Background: an optimization exercise with open tools, aiming at small area, a short achievable clock period and few clock cycles per item. Do not read the settings as production practice.
RTL that was checked went through simulation tests only; none was proved equivalent to the original.
Function not checked in run 4: the RTL went through the layout flow alone.
Power and IR drop assume default switching activity.

==> flow/run.sh <==
#!/bin/bash
# synth_recipe.tcl (not shown) runs the flow's synth.tcl, then flattens the netlist and writes it again
# the make line also repeats each setting of config.mk as NAME=value (left out here)
make -C /OpenROAD-flow-scripts/flow DESIGN_CONFIG=/design/flow/config.mk WORK_HOME=/design/flow/orfs CLKGATE_MAP_FILE= SYNTH_SCRIPT=/design/flow/synth_recipe.tcl finish
==> flow/config.mk <==
export PLATFORM = sky130hd
export DESIGN_NAME = JAM
export DESIGN_NICKNAME = JAM
export VERILOG_FILES = /design/flow/design.v
export SDC_FILE = /design/flow/constraint.sdc
export NUM_CORES = 4
export LEC_CHECK = 0
export CAP_MARGIN = 20
export CORE_MARGIN = 2
export CORE_UTILIZATION = 40
export SLEW_MARGIN = 20
==> flow/design.v <==
module JAM (
input CLK,
input RST,
output reg [2:0] W,
output reg [2:0] J,
input [6:0] Cost,
output [3:0] MatchCount,
output reg [9:0] MinCost,
output reg Valid );
localparam K_NONE = 3'd0, K_CR = 3'd1, K_INIT = 3'd2, K_H = 3'd3, K_SCAN = 3'd4, K_EXT = 3'd5;
localparam S_CR = 4'd0, S_WCR = 4'd1, S_INIT = 4'd2, S_WROW = 4'd3, S_HB = 4'd4, S_SCAN = 4'd5,
           S_EXT = 4'd6, S_WEXT = 4'd7, S_RY = 4'd8, S_RYW = 4'd9, S_DONE = 4'd10;
function [3:0] mul16;
    input [3:0] a, b;
    reg [7:0] t;
    begin
        t = a * b;
        mul16 = t[3:0];
    end
endfunction
function [2:0] low3;
    input [7:0] x;
    integer m;
    begin
        low3 = 3'd0;
        for (m = 7; m >= 0; m = m - 1)
            if (x[m]) low3 = m;
    end
endfunction
reg [3:0] st;
reg [2:0] ak;           
reg       afirst, alast;
reg [7:0] vsel;         
reg [9:0] corr;         
reg [2:0] bk;           
reg       ev;           
reg       accf, accl;   
reg [7:0] rowasg;       
reg       aug_on;
reg       s1v;
reg [2:0] vi;           
reg [2:0] bi, bj;
reg       bfirst, blast;
reg [8:0] cs;           
reg [7:0] dA, dB;       
reg [7:0] v [0:7];      
reg [7:0] d [0:7];      
reg [2:0] prow [0:7];   
reg [7:0] pval;         
reg [2:0] way [0:7];    
reg [7:0] wset;         
reg [7:0] ready;
reg [7:0] rv; reg rtb; reg [2:0] rj; reg [7:0] rmask; reg [3:0] rcnt;
reg [7:0] mu; reg [2:0] jst; reg jst_m;
reg [9:0] mvj;          
reg [2:0] js;
reg       fresh;        
reg [2:0] row_cur, aug_row, aug_j;
reg [7:0] pend;
reg [7:0] Fm;           
reg [3:0] rs [0:7];     
reg [7:0] Gp, Xg, B, cr, cu;
reg       fin, par;
reg [3:0] racc;
assign MatchCount = racc;
wire is_cr = bk == K_CR, is_init = bk == K_INIT, is_scan = bk == K_SCAN, is_ext = bk == K_EXT;
wire       ctb = is_cr ? (rowasg[bi] || (accf && !rtb && rj == bi)) : is_ext ? 1'b0 : pval[bj];
wire       lt = cs < {1'b0, dB};
wire       k1 = {cs, ctb} < {1'b0, rv, rtb};
wire       k2 = {dB, ctb} < {rv, rtb};
wire       take = bfirst || (is_scan && !lt ? k2 : k1);
wire [7:0] cv = is_scan && !lt ? dB : cs[7:0];
wire [7:0] fv = take ? cv : rv;
wire       ftb = take ? ctb : rtb;
wire [2:0] cidx = is_cr ? bi : bj;
wire [2:0] fidx = take ? cidx : rj;
wire [7:0] ohj = 8'd1 << bj;
wire       ceq = cs[7:0] == rv;
wire [7:0] fmask = (bfirst || k1) ? ohj : ceq ? (rmask | ohj) : rmask;
wire [3:0] fcnt = (bfirst || k1) ? 4'd1 : ceq ? rcnt + 4'd1 : rcnt;
wire       decide = ev && st == S_WROW;
wire       dec_free = decide && !jst_m;
wire       dec_exp = decide && jst_m;
wire       start_next = (ev && st == S_WCR) || dec_free;
wire       any_todo = ~rowasg != 8'd0;
reg  [2:0] next_row;
integer k;
always @* begin
    next_row = 3'd0;
    for (k = 7; k >= 0; k = k - 1)
        if (!rowasg[k]) next_row = k;
end
wire [7:0] vv = v[vi];
wire [7:0] dv = d[vi];
wire [9:0] cnew = ready[vi] ? {2'b00, dv} - {2'b00, mu} : 10'd0;
wire [7:0] pend_n = pend & ~(8'd1 << vi);
wire       slast = pend_n == 8'd0;
wire [7:0] Gc = ~Fm;
wire [7:0] u0c = Gc & (~Gc + 8'd1);
wire [7:0] G1 = Gc & ~u0c;
wire [7:0] Bn = (B - Gp) & Gp;
reg  [7:0] tcol;        
always @* begin
    for (k = 0; k < 8; k = k + 1)
        tcol[k] = (d[k] & cr) != 8'd0;
end
wire       cin = (Xg & cr) != 8'd0;    
reg [7:0] pp0, pp1;
reg       pv1, par1;
reg [3:0] ra [0:7];
reg [3:0] rb [0:7];
always @* begin
    for (k = 0; k < 8; k = k + 1) begin
        ra[k] = rs[k];
        rb[k] = rs[k] - {3'b000, cu[k]};
    end
end
always @(posedge CLK) begin
    pp0 <= {mul16(mul16(ra[0], ra[1]), mul16(ra[2], ra[3])), mul16(mul16(ra[4], ra[5]), mul16(ra[6], ra[7]))};
    pp1 <= {mul16(mul16(rb[0], rb[1]), mul16(rb[2], rb[3])), mul16(mul16(rb[4], rb[5]), mul16(rb[6], rb[7]))};
end
wire [3:0] prod0 = mul16(pp0[7:4], pp0[3:0]);
wire [3:0] prod1 = mul16(pp1[7:4], pp1[3:0]);
wire [3:0] tsum = (par1 ? 4'd0 - prod0 : prod0) + (!pv1 ? 4'd0 : par1 ? prod1 : 4'd0 - prod1);
always @(posedge CLK or posedge RST) begin
    if (RST) begin
        st <= S_CR; W <= 3'd0; J <= 3'd0; ak <= K_CR; afirst <= 1'b1; alast <= 1'b0;
        vsel <= 8'd0; corr <= 10'd0; bk <= K_NONE; ev <= 1'b0; accf <= 1'b0; accl <= 1'b0;
        rowasg <= 8'd0; aug_on <= 1'b0; s1v <= 1'b0; Valid <= 1'b0; MinCost <= 10'd0; vi <= 3'd0;
    end else begin
        bk <= ak;
        ev <= (blast && (is_init || is_scan || (is_ext && bi == 3'd7))) || (accf && accl);
        accf <= blast && is_cr;
        accl <= blast && is_cr && bj == 3'd7;
        if (accf) MinCost <= MinCost + {2'b00, rv};
        if (dec_free) MinCost <= MinCost + {2'b00, mu};
        if (accf && !rtb) rowasg[rj] <= 1'b1;
        if (dec_free) aug_on <= 1'b1;
        else if (aug_on) aug_on <= wset[aug_j];
        s1v <= st == S_RY;
        vsel <= vv; corr <= cnew;
        case (st)
            S_CR: begin
                if (W == 3'd7 && J == 3'd7) begin
                    st <= S_WCR; ak <= K_NONE;
                end else begin
                    W <= W + 3'd1; if (W == 3'd7) J <= J + 3'd1;
                    ak <= K_CR; afirst <= W == 3'd7; alast <= W == 3'd6;
                end
                vsel <= 8'd0; corr <= 10'd0;
            end
            S_INIT: begin
                J <= vi; vi <= vi + 3'd1;
                ak <= K_INIT; afirst <= 1'b0; alast <= vi == 3'd7;
                if (vi == 3'd7) st <= S_WROW;
            end
            S_HB: begin
                ak <= K_NONE; st <= S_SCAN; vi <= low3(pend);
            end
            S_SCAN: begin
                J <= vi; vi <= slast ? 3'd0 : low3(pend_n);
                ak <= K_SCAN; afirst <= bk == K_H; alast <= slast;
                if (bk == K_H) corr <= {1'b0, cs} - mvj;
                else corr <= corr;
                if (slast) st <= S_WROW;
            end
            S_EXT: begin
                if (W == 3'd7 && J == 3'd7) begin
                    st <= S_WEXT; ak <= K_NONE;
                end else begin
                    J <= vi; vi <= vi + 3'd1; if (J == 3'd7) W <= W + 3'd1;
                    ak <= K_EXT; afirst <= J == 3'd7; alast <= J == 3'd6;
                end
            end
            S_WCR, S_WROW: begin
                ak <= K_NONE;
                if (dec_exp) begin
                    W <= prow[jst]; J <= jst; ak <= K_H; afirst <= 1'b0; alast <= 1'b0;
                    vsel <= 8'd0; corr <= 10'd0; vi <= jst; st <= S_HB;
                end
            end
            S_WEXT: begin
                ak <= K_NONE;
                if (ev) st <= S_RY;
            end
            S_RY: if (fin) st <= S_RYW;
            S_RYW: begin Valid <= 1'b1; st <= S_DONE; end
            default: ;
        endcase
        if (start_next) begin
            J <= 3'd0; vi <= 3'd1; afirst <= 1'b1; alast <= 1'b0;
            if (any_todo) begin
                rowasg[next_row] <= 1'b1; W <= next_row; ak <= K_INIT; st <= S_INIT;
            end else begin
                W <= 3'd0; ak <= K_EXT; st <= S_EXT;
            end
        end
    end
end
always @(posedge CLK) begin
    dA <= dv;
    cs <= {3'b000, Cost} - {{2{vsel[7]}}, vsel} - corr;
    dB <= dA;
    bi <= W; bj <= J; bfirst <= afirst; blast <= alast;
    if (ak == K_INIT || ak == K_EXT) v[J] <= vsel + corr[7:0];
    if (is_cr || is_init || is_scan || is_ext) begin
        rv <= fv; rtb <= ftb; rj <= fidx; rmask <= fmask; rcnt <= fcnt;
    end
    if (is_init) d[bj] <= cs[7:0];
    if (is_scan && lt) begin
        d[bj] <= cs[7:0]; way[bj] <= js; wset[bj] <= 1'b1;
    end
    if (blast && (is_init || is_scan)) begin
        mu <= fv; jst <= fidx; jst_m <= ftb;
    end
    if (blast && is_cr) begin
        v[bj] <= fv; prow[bj] <= fidx; pval[bj] <= ~ftb;
    end
    if (blast && is_ext) begin
        d[bi] <= fmask; rs[bi] <= fcnt;
        if (fcnt == 4'd1) Fm <= Fm | fmask;
    end
    if (st == S_CR) begin
        ready <= 8'd0; Fm <= 8'd0;
    end
    if ((st == S_INIT || st == S_EXT) && vi == 3'd7) ready <= 8'd0;
    if (decide) fresh <= 1'b0;
    if (decide && fresh) wset <= 8'd0;
    if (dec_exp) begin
        ready[jst] <= 1'b1; js <= jst;
        pend <= ~ready & ~(8'd1 << jst);
    end
    if (st == S_HB) mvj <= {2'b00, mu} + {{2{vv[7]}}, vv};
    if (st == S_SCAN) pend <= pend_n;
    if (start_next) begin
        fresh <= 1'b1;
        if (any_todo) row_cur <= next_row;
    end
    if (dec_free) begin
        pval[jst] <= 1'b1; aug_j <= jst; aug_row <= row_cur;
    end else if (aug_on) begin
        prow[aug_j] <= wset[aug_j] ? prow[way[aug_j]] : aug_row;
        aug_j <= way[aug_j];
    end
    if (st == S_WEXT) begin
        Gp <= G1; Xg <= G1; B <= G1 & (~G1 + 8'd1); cr <= G1 & (~G1 + 8'd1); fin <= G1 == 8'd0;
        for (k = 0; k < 8; k = k + 1) cu[k] <= (d[k] & u0c) != 8'd0;
        pv1 <= u0c != 8'd0; par <= 1'b0; racc <= 4'd0;
    end
    if (st == S_RY) begin
        par1 <= par;
        if (!fin) begin
            for (k = 0; k < 8; k = k + 1)
                if (tcol[k]) rs[k] <= cin ? rs[k] - 4'd1 : rs[k] + 4'd1;
            Xg <= Xg ^ cr; par <= !par;
            B <= Bn; cr <= Bn & (~Bn + 8'd1); fin <= Bn == 8'd0;
        end
    end
    if (s1v) racc <= racc + tsum;
end
endmodule
==> flow/constraint.sdc <==
create_clock -name core_clock -period 5.0 [get_ports {CLK}]
set_input_delay 1.0000 -clock core_clock [delete_from_list [all_inputs] [get_ports {CLK}]]
set_output_delay 1.0000 -clock core_clock [all_outputs]
set_load 0.01 [all_outputs]
==> impl_metrics.py, run 1 <==
metrics = {
    "cells_and_area": {
        "drive_above_1_share": 0.0893,
        "syn2layout_area_growth_pct": 11.8,
        "diodes": 0,
        "post-route-util": 0.454,
        "fin_nets": 2935,
        "nFillCells": 6472,
    },
    "placed_design": {
        "routabilityCongestion": 0.967,
        "io_buffers": 29,
        "hpwl_um": 58300,
    },
    "logic_synthesis": {
        "yosysUniqueCellTypes": 75,
        "async_reset_ff_frac": 0.132,
        "synth_top_family_by_area": "compound AO/OA/AOI/OAI gates",
        "synth_area_leaders": "edfxtp_1 (32%), ha_1 (9.6%), dfxtp_1 (8.1%)",
        "ys_seq_area_frac": 0.452,
        "ys_ff_latch": 469,
        "yosys_warnings": 3,
        "synth-xor-area-share": 0.0595,
        "synth.area.mux_share": 0.0887,
        "ys.flop_type": "edfxtp_1",
        "yosys.area.top_type_share": 0.315,
        "synth_edf_count": 294,
        "avgSynthCellArea_sq_um": 10.6,
        "synth_compound_area_frac": 0.126,
        "synth_fp_nets": 2901,
        "synth_area_sq_um": 28000,
        "yosys.area_share.simple": 0.123,
        "yosys.area_share.adder": 0.115,
        "ys_top_cells_by_count": "nand2_1 (305), edfxtp_1 (294), ha_1 (215), nor2_1 (195), inv_1 (163)",
        "yosysTopAreaCell": "edfxtp_1",
        "synthCells": 2652,
        "yosys.cell_count.top_type": "nand2_1",
    },
    "global_route": {
        "grt_pass1_vias": 20300,
        "grt_overflow": 0,
        "grt_max_degree": 34,
        "grt_pass1_wl_um": 121000,
        "grt_usage": 0.217,
        "grt_antenna_before_repair": 1,
    },
    "cts": {
        "clkTransAtPathRegs_ps": 60,
        "post_cts_resized": 0,
        "ctsHoldBuffers": 0,
        "cts_sinks": 469,
        "clock_path_buffers": 3,
        "cts_tree": "done",
        "clock_latency_ps": 630,
        "cts_setup_buffers": 0,
        "root_buffer": "clkbuf_16",
        "htree_levels": 2,
        "cts_made_buffers": 54,
    },
    "power_and_ir_drop": {
        "leakage_nw": 12.8,
        "peakVddDrop_mv": 0.300,
        "power.density_nw_per_um2": 311,
    },
    "route": {
        "vias": 20500,
        "drt_iter0_drc": 1716,
        "drc": 0,
        "postRouteAntennaNets": 0,
        "wl_um": 77600,
        "first_pass_iters": 6,
        "viasPerCell": 5.59,
        "wl_per_cell_um": 21.2,
    },
    "die": {
        "ios": 30,
        "die_x_um": 269,
        "coreArea_sq_um": 68900,
        "fp.dieArea_sq_um": 72100,
        "start_util": 0.406,
        "die_height_um": 269,
        "row_count": 96,
    },
    "sta": {
        "slew_viol_final": 0,
        "fmax_ghz": 0.247,
        "skew_ps": 30.7,
        "worst_pin_slew_ps": 1110,
        "maxSlewHeadroom": 0.257,
        "hold_viol": 0,
        "setup_violations": 0,
        "rsz0062_at_grt": "false",
        "finalCritPeriodShare": 0.810,
        "layout_min_cycle_time_ps": 4050,
        "tns_ps": 0,
    },
    "worst_setup_path": {
        "crit_arrival_ps": 4370,
        "crit_required_ps": 5320,
        "worstSetupStartpointType": "register",
        "ff2ff_setup_slack_ps": 950,
        "critical_path.endpoint_type": "register",
        "path_class": "register to register",
        "cp_max_fo": 18,
    },
    "run_status": {
        "outcome": "no timing/DRC/antenna violations",
    },
    "job": {
        "drv_cap": 0,
    },
    "worst_hold_path": {
        "hp-class": "register to register",
    },
}
-- worst max-delay path: stages (launching register included) --
cell      delay (ps)
dfxtp_1          890
nor2_1           100
buf_4            210
a221o_1          320
o21ai_0          380
o21ai_0          140
a311oi_1         360
a21o_1           170
buf_4            400
mux2i_2          580
o21ai_0          180
-- cell families (layout without fill, tap and decap cells) --
| group | after synthesis | count (layout) |
|---|---|---|
| adders and majority gates | 242 | 242 |
| xor gates and xnor gates | 190 | 190 |
| buffers and inverters | 262 | 342 |
| DFF | 469 | 469 |
| muxes | 168 | 168 |
| other | 1 | 1 |
| and+or+nand+nor | 762 | 762 |
| AOI/OAI and AO/OA | 558 | 558 |
-- area by class of cell --
type	count	area, sq um	share of cell area
well taps	931	1160	0.0372
repair buffers	73	621	0.0198
inverters	167	627	0.0200
clock buffers	69	1500	0.0479
multi-input cells	1921	14400	0.460
flip-flops and latches	469	12600	0.404
clock inverters	33	348	0.0111
-- stage by stage --
step	hold WS, ps	cells	power [mW]	cell area [sq um]	setup slack (ps)
floorplan	310	2652	5.28	28000	1300
global placement	315	3560	5.65	29400	1140
detailed placement	315	3560	5.68	29400	1070
CTS	326	3662	9.81	31300	1040
global route	337	3663	10.1	31300	713
finish	322	3663	9.75	31300	949
-- report_power, final --
part	internal (mW)	switching [mW]	total, mW
registers	4.30	0.216	4.52
clock network	2.44	1.70	4.14
logic	0.496	0.592	1.09
total	7.24	2.51	9.75
-- placed cells by master (no fill, tap or decap), types with 40 or more instances in the layout --
master,count
xor2_1,56
dfxtp_1,113
a31oi_1,40
nor2_1,195
buf_4,44
nor3_1,43
nand3_1,41
mux4_2,52
edfxtp_1,294
nand2_1,305
mux2i_1,73
dfrtp_1,59
o21ai_0,153
a21oi_1,125
xnor2_1,133
a22oi_1,46
ha_1,215
inv_1,162
clkbuf_16,56
-- final timing paths --
path | endpoint | cells after the start | start
setup / recovery | v[4][3]$_DFFE_PP_ | 10 | bj[2]$_DFF_P_
hold / removal | dB[5]$_DFF_P_ | 0 | dA[5]$_DFF_P_
setup reg to reg | v[4][3]$_DFFE_PP_ | 10 | bj[2]$_DFF_P_
hold reg to reg | dB[5]$_DFF_P_ | 0 | dA[5]$_DFF_P_
max in group asynchronous | afirst$_DFFE_PP1P_ | 3 | RST
min in group asynchronous | vi[0]$_DFFE_PP0P_ | 2 | RST
-- flip-flops by register name, indices dropped and copies added (netlist names), 9 cells and up, named ones only --
register and cells:
corr 9, d 64, rs 32, prow 24, cs 9, mvj 9
v 64, MinCost 10, way 24
-- routing by layer --
layer	global-route usage	wire length (um)	vias to the layer above
li1	-	-	9650
met1	0.297	34500	10100
met2	0.361	36800	598
met3	0.0282	4400	127
met4	0.0617	1890	2
met5	0	8	-
Testbench counts, summed over its fixed seeds: cycles 5,898, items 24.
==> run 2, diff against run 1 <==
--- a/flow/config.mk
+++ b/flow/config.mk
@@ -7,5 +7,6 @@
 export LEC_CHECK = 0
 export CAP_MARGIN = 20
 export CORE_MARGIN = 2
-export CORE_UTILIZATION = 40
+export CORE_UTILIZATION = 60
+export SETUP_SLACK_MARGIN = 2.2
 export SLEW_MARGIN = 20
==> run 2 against run 1 <==
  * Area after synthesis is the same
  * Fmax grew 16%
  * Non-clock buffer count grew 169
  * Register-to-register slack gained 550 ps
  * First-iteration DRC count grew 16%
  * Cell area grew 12%
  * Combinational power grew about 60%
  * Power grew 6.2%
  * Still clean
  * Flip-flop and latch count is the same
==> impl_metrics.py, run 2 <==
metrics = {
    "global_route": {
        "grt_use_met2": 0.592,
        "use_met3": 0.0576,
        "grt_usage": 0.339,
        "grt_antenna_before_repair": 0,
        "grt_overflow": 0,
        "grt_pass1_wl_um": 124000,
        "busiest_layer": "met2",
        "grt_pass1_vias": 21700,
        "met1_usage": 0.410,
        "grt_max_degree": 41,
    },
    "route": {
        "viasPerCell": 6.27,
        "postRouteAntennaNets": 0,
        "vias": 22000,
        "drc": 0,
        "first_pass_iters": 8,
        "wl_um": 84000,
        "wl_per_cell_um": 24.0,
        "drt_iter0_drc": 1998,
    },
    "logic_synthesis": {
        "synth_compound_area_frac": 0.126,
        "ys.flop_type": "edfxtp_1",
        "synth.area.mux_share": 0.0887,
        "synth-xor-area-share": 0.0595,
        "ys_ff_latch": 469,
        "yosysTopAreaCell": "edfxtp_1",
        "avgSynthCellArea_sq_um": 10.6,
        "async_reset_ff_frac": 0.132,
        "yosys.area_share.adder": 0.115,
        "synth_area_leaders": "edfxtp_1 (32%), ha_1 (9.6%), dfxtp_1 (8.1%)",
        "yosys.cell_count.top_type": "nand2_1",
        "synth_top_family_by_area": "compound AO/OA/AOI/OAI gates",
        "ys_seq_area_frac": 0.452,
        "yosys.area_share.simple": 0.123,
        "yosys_warnings": 3,
        "synth_fp_nets": 2901,
        "synth_area_sq_um": 28000,
        "synthCells": 2652,
        "yosys.area.top_type_share": 0.315,
        "synth_edf_count": 294,
        "ys_top_cells_by_count": "nand2_1 (305), edfxtp_1 (294), ha_1 (215), nor2_1 (195), inv_1 (163)",
        "yosysUniqueCellTypes": 75,
    },
    "sta": {
        "maxSlewHeadroom": 0.369,
        "fmax_ghz": 0.286,
        "rsz0062_at_grt": "true",
        "tns_ps": 0,
        "layout_min_cycle_time_ps": 3500,
        "setup_ws_ps": 1500,
        "finalCritPeriodShare": 0.699,
        "worst_pin_slew_ps": 939,
        "hold_viol": 0,
        "skew_ps": 30.5,
        "slew_viol_final": 0,
        "setup_violations": 0,
    },
    "power_and_ir_drop": {
        "combinationalPowerShare": 0.168,
        "leakage_nw": 14.1,
        "swShare": 0.264,
        "p_int_mw": 7.62,
        "peakVddDrop_mv": 0.510,
        "clkPwrFrac": 0.399,
        "switching_power_mw": 2.73,
        "seqPwrFrac": 0.433,
        "power.density_nw_per_um2": 296,
    },
    "worst_setup_path": {
        "path_class": "register to register",
        "reg2reg_from": "pp1[5]$_DFF_P_",
        "crit_arrival_ps": 3870,
        "crit_required_ps": 5370,
        "critical_path.endpoint_type": "register",
        "worstSetupStartpointType": "register",
        "critPathLaunch": "pp1[5]$_DFF_P_",
        "cp_max_fo": 3,
    },
    "cells_and_area": {
        "layout.cells.most_common": "edfxtp_1",
        "fin_cells": 3509,
        "diodes": 0,
        "drive_above_1_share": 0.252,
        "nFillCells": 3064,
        "post-route-util": 0.757,
        "fin_nets": 3108,
        "syn2layout_area_growth_pct": 25.1,
        "finalInstanceArea_sq_um": 35000,
        "final_cell_mix": "edfxtp_1 (294), nand2_1 (281), nor2_1 (177)",
        "biggestRegsByFlops": "d: 64 flops, v: 64 flops, rs: 32 flops",
    },
    "placed_design": {
        "placed_area_sq_um": 29300,
        "routabilityCongestion": 1.00,
        "dp_slack_ps": 1160,
        "io_buffers": 29,
        "hpwl_um": 56600,
        "placed_cells": 3228,
    },
    "cts": {
        "clock_path_buffers": 3,
        "clkTransAtPathRegs_ps": 70,
        "cts_tree": "done",
        "htree_levels": 2,
        "cts_sinks": 469,
        "clock_latency_ps": 630,
        "ctsHoldBuffers": 0,
        "cts_made_buffers": 52,
        "root_buffer": "clkbuf_16",
    },
    "die": {
        "start_util": 0.605,
        "fp.dieArea_sq_um": 48400,
        "row_count": 79,
        "die_height_um": 220,
        "ios": 30,
        "coreArea_sq_um": 46300,
        "die_x_um": 220,
    },
    "run_status": {
        "outcome": "no timing/DRC/antenna violations",
    },
    "job": {
        "drv_cap": 0,
    },
    "worst_hold_path": {
        "hp-start": "dA[5]$_DFF_P_",
        "hp-class": "register to register",
    },
}
==> run 2: cell counts after synthesis <==
No cell type changed its count.
==> run 2: final timing paths <==
path,cells after the start,slack (ps),end
worst max-delay path,14,1500,racc[3]$_SDFFCE_PN0P_
worst min-delay path,0,330,dB[5]$_DFF_P_
worst max register to register,14,1500,racc[3]$_SDFFCE_PN0P_
worst min register to register,0,330,dB[5]$_DFF_P_
max in group asynchronous,3,3210,afirst$_DFFE_PP1P_
min in group asynchronous,2,860,rowasg[7]$_DFF_PP0_
==> run 2: cell families (layout without fill, tap and decap cells) <==
kind of cell,Yosys count,in the layout
and+or+nand+nor,762,764
AOI/OAI and AO/OA,558,558
DFF,469,469
buffers and inverters,262,506
adders and majority gates,242,242
xor gates and xnor gates,190,190
muxes,168,172
other,1,1
==> run 2: through the flow <==
| stage | power, mW | hold WS, ps |
|---|---|---|
| after floorplan | 5.29 | 310 |
| after detailed placement | 5.68 | 315 |
| after global placement | 5.63 | 314 |
| final | 10.3 | 328 |
| after CTS | 10.0 | 311 |
| after global routing | 10.7 | 320 |
==> run 2: layout make-up <==
class,count,area [sq um],share of cell area
multi-input combinational,1927,16500,0.471
timing repair buffer,242,2560,0.0732
inverter,167,654,0.0187
clock buffer,65,1440,0.0412
clock inverter,32,394,0.0113
sequential,469,12700,0.363
tap,607,759,0.0217
==> run 2: timing repair <==
action / in CTS / in global routing
buffers inserted: 116 / 56
resized for setup: 263 / 238
endpoints found under the setup margin: 451 / 416
pin swaps: 115 / 123
endpoints found under the hold margin: 0 / 0
cloned: 10 / 2
==> run 2: power by group through the flow <==
stage	Clock [mW]	Combinational (mW)	Sequential, mW
2_1_floorplan	0	0.771	4.52
3_3_place_gp	0	1.05	4.58
3_5_place_dp	0	1.09	4.58
4_1_cts	4.15	1.43	4.47
5_1_grt	4.31	1.86	4.50
6_report	4.13	1.74	4.48
==> run 2: layer usage <==
metal  share of wire  vias up
met3           0.066      267
met4           0.051        0
met5               0        -
met1            0.38    10800
met2            0.50      891
li1                -    10000
==> run 2: critical path, stage by stage (launching register included) <==
cell,delay (ps)
dfxtp_2,330
and2_4,160
ha_4,260
ha_4,200
ha_4,260
xor2_1,150
nand2_1,100
fa_1,490
fa_2,420
xnor2_2,140
xnor2_1,160
xnor2_1,160
xnor2_1,170
nand3_1,90
and3b_1,170
==> run 3, diff against run 2 <==
--- a/flow/config.mk
+++ b/flow/config.mk
@@ -8,5 +8,5 @@
 export CAP_MARGIN = 20
 export CORE_MARGIN = 2
 export CORE_UTILIZATION = 60
-export SETUP_SLACK_MARGIN = 2.2
+export SETUP_SLACK_MARGIN = 1.5
 export SLEW_MARGIN = 20
==> run 3 against run 2 <==
  * Area after synthesis is the same
  * Final cell count shrank 4.2%
  * Power shrank 8.9%
  * Still clean on timing, DRC and antenna
  * Largest power group unchanged
==> impl_metrics.py, run 3 <==
metrics = {
    "job": {
        "drv_cap": 0,
    },
    "logic_synthesis": {
        "yosys_warnings": 3,
        "synthCells": 2652,
        "synth_area_leaders": "edfxtp_1 (32%), ha_1 (9.6%), dfxtp_1 (8.1%)",
        "ys_ff_latch": 469,
        "avgSynthCellArea_sq_um": 10.6,
        "synth_area_sq_um": 28000,
        "ys_seq_area_frac": 0.452,
        "ys_top_cells_by_count": "nand2_1 (305), edfxtp_1 (294), ha_1 (215), nor2_1 (195), inv_1 (163)",
        "yosysUniqueCellTypes": 75,
        "yosys.cell_count.top_type": "nand2_1",
        "synth_edf_count": 294,
        "yosysTopAreaCell": "edfxtp_1",
        "yosys.area.top_type_share": 0.315,
        "ys.flop_type": "edfxtp_1",
        "async_reset_ff_frac": 0.132,
        "synth_fp_nets": 2901,
    },
    "cts": {
        "root_buffer": "clkbuf_16",
        "ctsHoldBuffers": 0,
        "cts_sinks": 469,
        "clkTransAtPathRegs_ps": 60,
        "cts_tree": "done",
        "clock_latency_ps": 610,
        "htree_levels": 2,
        "cts_made_buffers": 50,
        "clock_path_buffers": 3,
    },
    "worst_setup_path": {
        "reg2reg_from": "pp1[4]$_DFF_P_",
        "r2r_cells": 17,
        "cp-endpoint": "racc[3]$_SDFFCE_PN0P_",
        "crit_arrival_ps": 3920,
        "rr_endpoint": "racc[3]$_SDFFCE_PN0P_",
        "critical_path.endpoint_type": "register",
        "ff2ff_setup_slack_ps": 1420,
        "cp_max_fo": 5,
        "critPathLaunch": "pp1[4]$_DFF_P_",
        "worstSetupStartpointType": "register",
        "path_class": "register to register",
        "crit_required_ps": 5340,
    },
    "sta": {
        "tns_ps": 0,
        "skew_ps": 23.4,
        "rsz0062_at_grt": "true",
        "setup_violations": 0,
        "layout_min_cycle_time_ps": 3580,
        "fmax_ghz": 0.279,
        "maxSlewHeadroom": 0.221,
        "hold_viol": 0,
        "slew_viol_final": 0,
        "whs_ps": 327,
        "finalCritPeriodShare": 0.716,
        "worst_pin_slew_ps": 1160,
    },
    "die": {
        "coreArea_sq_um": 46300,
        "die_height_um": 220,
        "fp.dieArea_sq_um": 48400,
        "row_count": 79,
        "ios": 30,
        "die_x_um": 220,
        "start_util": 0.605,
    },
    "global_route": {
        "grt_usage": 0.330,
        "grt_antenna_before_repair": 0,
        "grt_overflow": 0,
        "grt_pass1_vias": 20800,
        "grt_pass1_wl_um": 121000,
        "grt_max_degree": 40,
    },
    "route": {
        "drc": 0,
        "viasPerCell": 6.33,
        "first_pass_iters": 5,
        "wl_per_cell_um": 23.7,
        "wl_um": 79700,
        "vias": 21300,
        "drt_iter0_drc": 2134,
        "postRouteAntennaNets": 0,
    },
    "worst_hold_path": {
        "hp-class": "register to register",
    },
    "cells_and_area": {
        "biggestRegsByFlops": "d: 64 flops, v: 64 flops, rs: 32 flops",
        "fin_nets": 2961,
        "nFillCells": 3522,
        "layout.cells.most_common": "nand2_1",
        "syn2layout_area_growth_pct": 12.9,
        "diodes": 0,
        "drive_above_1_share": 0.127,
        "fin_cells": 3361,
        "final_cell_mix": "nand2_1 (303), edfxtp_1 (294), nor2_1 (194)",
        "post-route-util": 0.683,
    },
    "placed_design": {
        "placed_cells": 3231,
        "routabilityCongestion": 0.961,
        "io_buffers": 29,
        "hpwl_um": 57400,
    },
    "power_and_ir_drop": {
        "design_power_total_mw": 9.43,
        "power.density_nw_per_um2": 298,
        "leakage_nw": 12.8,
        "peakVddDrop_mv": 0.381,
    },
    "run_status": {
        "outcome": "no timing/DRC/antenna violations",
    },
}
==> run 3: cell counts after synthesis <==
No cell type changed its count.
==> run 3: layout make-up <==
type / instances / area [sq um] / share of cell area
clock buffers: 71 / 1440 / 0.0456
clock inverters: 23 / 223 / 0.00705
inverters: 167 / 628 / 0.0199
multi-input cells: 1926 / 15000 / 0.473
flip-flops and latches: 469 / 12700 / 0.401
well taps: 607 / 759 / 0.0240
repair buffers: 98 / 923 / 0.0292
==> run 3: logic make-up (layout without fill, tap and decap cells) <==
group,count (synthesis),after routing,synth area share
other,1,1,0.000134
xor gates and xnor gates,190,190,0.0595
buffers and inverters,262,359,0.0359
and+or+nand+nor,762,762,0.123
adders and majority gates,242,242,0.115
muxes,168,173,0.0887
AOI/OAI and AO/OA,558,558,0.126
DFF,469,469,0.452
==> run 3: layer usage <==
metal	global-route usage	wire length [um]	vias to the layer above	part of all wire
met5	0	0	-	0
met4	0.132	3360	0	0.042
met3	0.0458	5060	225	0.063
met2	0.564	38800	858	0.49
met1	0.425	32500	10500	0.41
li1	-	-	9726	-
==> run 3: metrics by stage <==
| stage | setup slack, ps | area (sq um) |
|---|---|---|
| floorplan | 1510 | 28000 |
| global placement | 1020 | 29000 |
| detailed placement | 977 | 29000 |
| CTS | 1400 | 31100 |
| global route | 1260 | 31600 |
| finish | 1420 | 31600 |
==> run 3: power by group <==
part | internal, mW | leakage, nW | switching [mW]
logic | 0.518 | 7.63 | 0.591
registers | 4.30 | 4.39 | 0.235
clock network | 2.18 | 0.811 | 1.61
==> run 3: how the worst min path moves through the flow <==
stage	startpoint	end	slack [ps]	cells after the start
floorplan	dA[0]$_DFF_P_	dB[0]$_DFF_P_	310	0
global placement	dA[5]$_DFF_P_	dB[5]$_DFF_P_	310	0
detailed placement	dA[4]$_DFF_P_	dB[4]$_DFF_P_	310	0
CTS	dA[2]$_DFF_P_	dB[2]$_DFF_P_	330	0
global route	dA[2]$_DFF_P_	dB[2]$_DFF_P_	330	0
finish	dA[2]$_DFF_P_	dB[2]$_DFF_P_	330	0
==> run 3: critical path, stage by stage (launching register included) <==
cell and delay, ps:
dfxtp_4 360, and2_4 140, ha_4 260, inv_2 40
ha_4 200, mux2_4 290, nand2_4 80, fa_1 390
inv_1 70, ha_2 170, inv_2 40, fa_2 360
xnor2_2 160, xnor2_2 140, xnor2_1 190, xnor2_1 160
nand3_1 110, and3b_1 180
==> run 3: repair_timing <==
action                                  4_1_cts  5_1_grt
setup buffers                                13       17
cloned                                        0        5
pin swaps                                    26       29
resized for setup                            56       56
endpoints found under the setup margin      193      220
==> run 4, diff against run 3 <==
--- a/flow/design.v
+++ b/flow/design.v
@@ -9,7 +9,7 @@
 output reg Valid );
 localparam K_NONE = 3'd0, K_CR = 3'd1, K_INIT = 3'd2, K_H = 3'd3, K_SCAN = 3'd4, K_EXT = 3'd5;
 localparam S_CR = 4'd0, S_WCR = 4'd1, S_INIT = 4'd2, S_WROW = 4'd3, S_HB = 4'd4, S_SCAN = 4'd5,
-           S_EXT = 4'd6, S_WEXT = 4'd7, S_RY = 4'd8, S_RYW = 4'd9, S_DONE = 4'd10;
+           S_EXT = 4'd6, S_WEXT = 4'd7, S_RY = 4'd8, S_RYW = 4'd9, S_RYW2 = 4'd11, S_DONE = 4'd10;
 function [3:0] mul16;
     input [3:0] a, b;
     reg [7:0] t;
@@ -34,7 +34,7 @@
 reg [9:0] corr;         
 reg [2:0] bk;           
 reg       ev;           
-reg       accf, accl;   
+reg       accf;         
 reg [7:0] rowasg;       
 reg       aug_on;
 reg       s1v;
@@ -82,13 +82,14 @@
 wire       dec_free = decide && !jst_m;
 wire       dec_exp = decide && jst_m;
 wire       start_next = (ev && st == S_WCR) || dec_free;
-wire       any_todo = ~rowasg != 8'd0;
+wire [7:0] rowasg_f = rowasg | ((accf && !rtb) ? (8'd1 << rj) : 8'd0);
+wire       any_todo = ~rowasg_f != 8'd0;
 reg  [2:0] next_row;
 integer k;
 always @* begin
     next_row = 3'd0;
     for (k = 7; k >= 0; k = k - 1)
-        if (!rowasg[k]) next_row = k;
+        if (!rowasg_f[k]) next_row = k;
 end
 wire [7:0] vv = v[vi];
 wire [7:0] dv = d[vi];
@@ -121,23 +122,28 @@
 end
 wire [3:0] prod0 = mul16(pp0[7:4], pp0[3:0]);
 wire [3:0] prod1 = mul16(pp1[7:4], pp1[3:0]);
-wire [3:0] tsum = (par1 ? 4'd0 - prod0 : prod0) + (!pv1 ? 4'd0 : par1 ? prod1 : 4'd0 - prod1);
+reg  [3:0] q0, q1;
+reg        par2, s2v;
+always @(posedge CLK) begin
+    q0 <= prod0; q1 <= pv1 ? prod1 : 4'd0; par2 <= par1;
+end
+wire [3:0] tsum = par2 ? q1 - q0 : q0 - q1;
 always @(posedge CLK or posedge RST) begin
     if (RST) begin
         st <= S_CR; W <= 3'd0; J <= 3'd0; ak <= K_CR; afirst <= 1'b1; alast <= 1'b0;
-        vsel <= 8'd0; corr <= 10'd0; bk <= K_NONE; ev <= 1'b0; accf <= 1'b0; accl <= 1'b0;
-        rowasg <= 8'd0; aug_on <= 1'b0; s1v <= 1'b0; Valid <= 1'b0; MinCost <= 10'd0; vi <= 3'd0;
+        vsel <= 8'd0; corr <= 10'd0; bk <= K_NONE; ev <= 1'b0; accf <= 1'b0;
+        rowasg <= 8'd0; aug_on <= 1'b0; s1v <= 1'b0; s2v <= 1'b0; Valid <= 1'b0; MinCost <= 10'd0; vi <= 3'd0;
     end else begin
         bk <= ak;
-        ev <= (blast && (is_init || is_scan || (is_ext && bi == 3'd7))) || (accf && accl);
+        ev <= blast && ((is_cr && bj == 3'd7) || is_init || is_scan || (is_ext && bi == 3'd7));
         accf <= blast && is_cr;
-        accl <= blast && is_cr && bj == 3'd7;
         if (accf) MinCost <= MinCost + {2'b00, rv};
         if (dec_free) MinCost <= MinCost + {2'b00, mu};
         if (accf && !rtb) rowasg[rj] <= 1'b1;
         if (dec_free) aug_on <= 1'b1;
         else if (aug_on) aug_on <= wset[aug_j];
         s1v <= st == S_RY;
+        s2v <= s1v;
         vsel <= vv; corr <= cnew;
         case (st)
             S_CR: begin
@@ -184,7 +190,8 @@
                 if (ev) st <= S_RY;
             end
             S_RY: if (fin) st <= S_RYW;
-            S_RYW: begin Valid <= 1'b1; st <= S_DONE; end
+            S_RYW: st <= S_RYW2;
+            S_RYW2: begin Valid <= 1'b1; st <= S_DONE; end
             default: ;
         endcase
         if (start_next) begin
@@ -256,6 +263,6 @@
             B <= Bn; cr <= Bn & (~Bn + 8'd1); fin <= Bn == 8'd0;
         end
     end
-    if (s1v) racc <= racc + tsum;
+    if (s2v) racc <= racc + tsum;
 end
 endmodule
==> run 4 against run 3 <==
  * Power rose by 2.1%
  * Non-clock buffer count rose by 16
  * Still clean
  * Largest power group unchanged
  * Flip-flop and latch count rose by 9
  * Critical path depth fell by 1
==> impl_metrics.py, run 4 <==
metrics = {
    "run_status": {
        "outcome": "no timing/DRC/antenna violations",
    },
    "sta": {
        "rsz0062_at_grt": "true",
        "setup_violations": 0,
        "skew_ps": 19.5,
        "whs_ps": 330,
        "worst_pin_slew_ps": 1130,
        "setup_ws_ps": 1560,
        "layout_min_cycle_time_ps": 3440,
        "tns_ps": 0,
        "finalCritPeriodShare": 0.688,
        "fmax_ghz": 0.291,
        "maxSlewHeadroom": 0.239,
        "hold_viol": 0,
        "slew_viol_final": 0,
    },
    "worst_setup_path": {
        "crit_arrival_ps": 3910,
        "path_class": "register to register",
        "crit_required_ps": 5470,
        "cp_max_fo": 6,
        "critical_path.endpoint_type": "register",
        "worstSetupStartpointType": "register",
    },
    "logic_synthesis": {
        "yosys_warnings": 3,
        "yosysUniqueCellTypes": 81,
        "ys.flop_type": "edfxtp_1",
        "async_reset_ff_frac": 0.130,
        "synth-xor-area-share": 0.0575,
        "yosysTopAreaCell": "edfxtp_1",
        "synthCells": 2650,
        "yosys.area_share.adder": 0.116,
        "yosys.area.top_type_share": 0.311,
        "synth_compound_area_frac": 0.126,
        "yosys.area_share.simple": 0.124,
        "ys_top_cells_by_count": "nand2_1 (303), edfxtp_1 (294), ha_1 (223), nor2_1 (215), inv_1 (153)",
        "yosys.cell_count.top_type": "nand2_1",
        "synth_top_family_by_area": "compound AO/OA/AOI/OAI gates",
        "synth_fp_nets": 2906,
        "ys_ff_latch": 478,
        "avgSynthCellArea_sq_um": 10.7,
        "synth_edf_count": 294,
        "synth.area.mux_share": 0.0900,
        "ys_seq_area_frac": 0.452,
        "synth_area_leaders": "edfxtp_1 (31%), ha_1 (9.8%), dfxtp_1 (8.6%)",
        "synth_area_sq_um": 28300,
    },
    "die": {
        "coreArea_sq_um": 46600,
        "ios": 30,
        "row_count": 79,
        "fp.dieArea_sq_um": 49000,
        "start_util": 0.609,
        "die_height_um": 221,
        "die_x_um": 221,
    },
    "route": {
        "vias": 21000,
        "drc": 0,
        "drt_iter0_drc": 1741,
        "postRouteAntennaNets": 0,
        "first_pass_iters": 7,
        "wl_um": 77000,
        "wl_per_cell_um": 22.8,
        "viasPerCell": 6.22,
    },
    "cts": {
        "cts_made_buffers": 51,
        "clock_latency_ps": 610,
        "clock_path_buffers": 3,
        "clkTransAtPathRegs_ps": 60,
        "cts_tree": "done",
        "ctsHoldBuffers": 0,
        "htree_levels": 2,
        "cts_sinks": 478,
        "root_buffer": "clkbuf_16",
    },
    "placed_design": {
        "routabilityCongestion": 1.00,
        "placed_cells": 3233,
        "io_buffers": 29,
        "hpwl_um": 57200,
        "dp_slack_ps": 987,
    },
    "global_route": {
        "grt_pass1_vias": 21000,
        "grt_antenna_before_repair": 1,
        "grt_pass1_wl_um": 120000,
        "grt_usage": 0.313,
        "grt_max_degree": 37,
        "grt_overflow": 0,
    },
    "cells_and_area": {
        "fin_nets": 2983,
        "final_cell_mix": "nand2_1 (302), edfxtp_1 (294), nor2_1 (214)",
        "syn2layout_area_growth_pct": 12.6,
        "drive_above_1_share": 0.122,
        "fin_cells": 3376,
        "layout.cells.most_common": "nand2_1",
        "diodes": 0,
        "biggestRegsByFlops": "d: 64 flops, v: 64 flops, rs: 32 flops",
    },
    "worst_hold_path": {
        "hp-class": "register to register",
    },
    "power_and_ir_drop": {
        "design_power_total_mw": 9.63,
        "power.density_nw_per_um2": 302,
        "leakage_nw": 13.0,
        "peakVddDrop_mv": 0.365,
    },
    "job": {
        "drv_cap": 0,
    },
}
run 4: cell count changes after synthesis, moves of 10 or more:
cell     delta
nor3_1     -18
o21ai_1    +22
inv_1      -10
a22o_1     +15
nor2_1     +20
mux2_2     -10
nand3_1    -16
o21ai_0    -44
run 4: kinds of logic after synthesis:
group / count (synthesis)
AOI/OAI and AO/OA: 552
xor gates and xnor gates: 186
DFF: 478
adders and majority gates: 249
other: 1
and+or+nand+nor: 768
muxes: 168
buffers and inverters: 248
run 4: cell type report:
type | count | area, sq um
clock buffers | 75 | 1500
fillers | 3519 | 14600
inverters | 156 | 591
multi-input cells | 1926 | 15000
flip-flops and latches | 478 | 12800
clock inverters | 20 | 188
well taps | 607 | 759
repair buffers | 114 | 1070
run 4: where the power goes:
part	leakage [nW]	switching [mW]	internal (mW)
Combinational	7.76	0.698	0.573
Sequential	4.45	0.192	4.37
Clock	0.818	1.60	2.20
Total	13.0	2.49	7.14
run 4: final timing paths:
| check | cells after the start | slack (ps) | startpoint | end |
|---|---|---|---|---|
| setup / recovery | 16 | 1560 | st[3]$_DFFE_PP0P_ | MinCost[8]$_DFFE_PP0P_ |
| hold / removal | 0 | 330 | dA[4]$_DFF_P_ | dB[4]$_DFF_P_ |
| setup reg to reg | 16 | 1560 | st[3]$_DFFE_PP0P_ | MinCost[8]$_DFFE_PP0P_ |
| hold reg to reg | 0 | 330 | dA[4]$_DFF_P_ | dB[4]$_DFF_P_ |
| max in group asynchronous | 3 | 3200 | RST | vsel[1]$_DFF_PP0_ |
| min in group asynchronous | 2 | 880 | RST | s2v$_DFF_PP0_ |
run 4: stage by stage:
| stage | area, sq um | utilization |
|---|---|---|
| 2_1_floorplan | 28400 | - |
| 3_3_place_gp | 29400 | 0.631 |
| 3_5_place_dp | 29400 | 0.631 |
| 4_1_cts | 31500 | 0.676 |
| 5_1_grt | 31900 | 0.686 |
| 6_report | 31900 | 0.686 |
run 4: metal layers:
layer,vias up,share of wire,GRT usage
li1,9736,-,-
met1,10300,0.41,0.406
met2,825,0.50,0.546
met3,196,0.058,0.0390
met4,2,0.033,0.105
met5,-,0.00012,0
run 4: what timing repair did:
item	CTS	global route
setup endpoints to repair	135	138
pin swaps	11	20
gates cloned	0	2
buffers inserted	28	17
gates resized for setup	16	51
run 4: worst max-delay path, stage by stage (launching register included):
cell        delay (ps)
dfrtp_1            380
nor2b_1            230
and3_2             300
nand2b_4            80
clkinvlp_4         160
buf_4              160
o21ai_0            100
ha_1               230
fa_1               420
a21o_1             190
a21oi_2            170
nor2b_1             70
o21a_1             190
o21a_1             180
o21ai_0            150
a21oi_1            110
xor2_1             190

-- static timing again, ports no longer ideal --
The results above use ideal ports. As a check the final layouts listed here were re-extracted and re-timed, cells and wires unchanged.
Step 1 assumes that a clkbuf_16 drives the clock port and a buf_2 every other input.
Step 2 adds t to the input delays and takes it off the output delays; t is the mean of the earliest and latest rising clock arrival at the registers after step 1. Input paths then give back, and output paths get back, about the clock's delay inside the block.
Three values: ideal, step 1, step 2; two values: the first two.
run	shift t [ns]	slack for setup (ns)	worst register clock-pin slew, ns	worst slew at a driven data input, ns	pins driven straight from the clock port
run 1	0.678	0.949 / 0.949 / 0.949	0.07 / 0.07	0.04	1
run 2	0.675	1.503 / 1.503 / 1.503	0.07 / 0.07	0.03	1
run 3	0.657	1.421 / 1.421 / 1.288	0.07 / 0.07	0.04	1
run 4	0.661	1.562 / 1.562 / 1.308	0.06 / 0.06	0.03	1
After both steps every run listed still meets setup and hold. The setup slack of run 4, which loses most, moves by 0.000 ns with the drivers and by -0.254 ns with both steps.
